This design comes from an exercise in tuning for small area, a short achievable clock period and few clock cycles on the open sky130 flow, not from production work. The RTL was checked by simulation tests, not by an equivalence proof against the original design. Power and IR drop assume default switching activity.

Setup of run 1:
// JAM
module JAM (
input CLK,
input RST,
output reg [2:0] W,
output reg [2:0] J,
input [6:0] Cost,
output reg [3:0] MatchCount,
output reg [9:0] MinCost,
output reg Valid );
export LEC_CHECK = 0
export CAP_MARGIN = 20
export CORE_MARGIN = 2
export CORE_UTILIZATION = 40
export CTS_CLUSTER_DIAMETER = 80
export CTS_CLUSTER_SIZE = 24
export SETUP_SLACK_MARGIN = 3.0
export SLEW_MARGIN = 20
create_clock -name core_clock -period 6.0 [get_ports {CLK}]
run.sh (not shown) runs the stock make flow with config.mk's settings and CLKGATE_MAP_FILE= SYNTH_SCRIPT=/design/flow/synth_recipe.tcl, a recipe that flattens the netlist after the stock synthesis.
Testbench counts of run 1, summed over its fixed seeds: cycles 1,644.
[inputs] run 2 vs run 1
- SETUP_SLACK_MARGIN: 3.0 -> 2.6
- CTS_CLUSTER_SIZE: 24 -> unset
- CTS_CLUSTER_DIAMETER: 80 -> unset
## What came out
- The final reports for run 2 and run 1 show multi-input logic portion of the cell area lower in the former.
- Any difference in instance area at placement between run 2 and run 1 is small enough to ignore.
- The estimated power of run 2 ends up higher than the estimate for run 1.
- On sequential portion of the cell area: run 2 sits below run 1.
- Run 2 has switching fraction of total power below what run 1 had.
Here is what was changed in the inputs of run 3 compared with run 2.
- an added CTS_BUF_LIST of sky130_fd_sc_hd__clkbuf_8
- a change of SETUP_SLACK_MARGIN from 2.6 to 3.0
- an added CTS_CLUSTER_SIZE of 20
Results
- Looking at hold slack across run 3 and run 2, the one that comes out lower is run 3.
- Run 3 ended with more met3 track demand over resource than run 2.
- [compare] base=run 2 new=run 3: total power draw down about 4.4%; non-clock buffer count increased 14; internal power component moved down; share of the final layout cell area in multi-input gates went up 0.17 points; final design instance area without fill was more or less identical.
- [compare] base=run 2 new=run 3: ratio of routed vias to standard cells saw a decrease, number of detailed-route iterations in the first pass went down 1, maximum fanout along the worst path rose by 21.
Edits applied to the flow inputs when going from run 3 to run 4:
- CTS_BUF_LIST no longer set, was sky130_fd_sc_hd__clkbuf_8
- CTS_CLUSTER_SIZE no longer set, was 20
[summary]
- | portion of total power attributed to the clock network | higher: run 4 |
- Run 4 completed; timing, DRC and antenna clean
- In run 4, the final critical delay including setup and external delays came out 41 ps below the value in run 3.
- Met1 layer usage reported by global route: run 4 vs run 3 up 0.23 points
- Max utilization across run 4 and run 3: run 4
- Looking only at fraction of power consumed by combinational cells, and setting everything else aside, the higher value of run 4 and run 3 goes to run 3.
- Of run 4 and run 3, it is run 4 that has the higher area overhead of the layout relative to synthesis.
- Re post-layout instance area: run 4 is 0.61% up on run 3.


Setup of delta:
JAM again, from the RTL that the note above started with.
==> flow/design.v (excerpt) <==
module JAM (
input CLK,
input RST,
output reg [2:0] W,
output reg [2:0] J,
input [6:0] Cost,
output reg [3:0] MatchCount,
output reg [9:0] MinCost,
output reg Valid );
clock: 6.0 ns
lec_check: 0
cap_margin: 20
core_margin: 2
core_utilization: 40
cts_cluster_diameter: 80
cts_cluster_size: 24
setup_slack_margin: 3.4
slew_margin: 20
standard.sh (not shown) runs the stock make flow with config.mk's settings and CLKGATE_MAP_FILE= SYNTH_SCRIPT=/design/flow/synth_recipe.tcl, a recipe that flattens the netlist after the stock synthesis.
==> flow/flow/run.sh <==
#!/bin/bash
# The standard layout, with the port buffers made of buf_4 cells instead of
# the library's default buffer (a slow delay cell).
set -euo pipefail
export BUFFER_PORTS_ARGS="-buffer_cell sky130_fd_sc_hd__buf_4"
bash standard.sh > standard.log 2>&1
delta: flow completed, timing, DRC and antenna clean
Testbench counts of delta, summed over its fixed seeds: cycles 1,644.
[inputs] gamma vs delta
Settings: a change of CTS_CLUSTER_DIAMETER from 80 to 100; a change of CTS_CLUSTER_SIZE from 24 to 30; a change of SETUP_SLACK_MARGIN from 3.4 to 3.0.
==> flow/run.sh (new file) <==
#!/bin/bash
# synth_recipe.tcl (not shown) runs the flow's synth.tcl, then flattens the netlist and writes it again
# the make line also repeats each setting of config.mk as NAME=value (left out here)
make -C /OpenROAD-flow-scripts/flow DESIGN_CONFIG=/design/flow/config.mk WORK_HOME=/design/flow/orfs CLKGATE_MAP_FILE= SYNTH_SCRIPT=/design/flow/synth_recipe.tcl finish
removed: flow/flow/run.sh
removed: flow/standard.sh
[summary]
On design area, delta loses to gamma.
Compared with delta, gamma shows a final clock period utilization by the worst path that is 2.8 points higher.
Taking delta as the reference, in gamma length in cells of the worst reg-to-reg path now sits lower, placed instance area went down, total power divided by cell area saw a decrease, all-layer global routing usage fell 0.66 points.
NOTE first-iteration detailed-routing DRC count delta->gamma increased by a few percent
A slowest library cell on the worst path of dfrtp_4 is what delta shows, while dfstp_4 belongs to gamma.
Looking at synthesis-to-layout area growth, gamma sits 7.8 points below delta.

[what the ideal ports hide]
Ports are ideal in the flow. The routed layouts listed here were re-timed in OpenROAD. Step 1 assumes that a clkbuf_16 drives the clock port and a buf_2 every other input. Step 2 adds t to the input delays and takes it off the output delays; t is the mean of the earliest and latest rising clock arrival at the registers after step 1. Input paths then give back, and output paths get back, about the clock's delay inside the block. Three values: ideal ports, drivers, drivers and shift; two values: the first two.
| run | t, ns | setup slack, ns | clock arrival spread, ns |
|---|---|---|---|
| run 1 | 0.771 | 3.126 / 3.055 / 2.416 | 0.050 / 0.050 |
| run 2 | 0.857 | 2.756 / 2.766 / 1.956 | 0.051 / 0.051 |
| run 3 | 1.022 | 3.036 / 3.027 / 2.169 | 0.085 / 0.085 |
| run 4 | 0.845 | 3.077 / 3.008 / 2.370 | 0.051 / 0.051 |
| delta | 0.787 | 3.258 / 3.258 / 2.760 | 0.062 / 0.062 |
| gamma | 0.782 | 3.088 / 3.037 / 2.398 | 0.084 / 0.085 |
After both steps setup and hold are still met in every run listed. The setup slack of run 3, which loses most, moves by -0.009 ns with the drivers and by -0.867 ns with both steps.
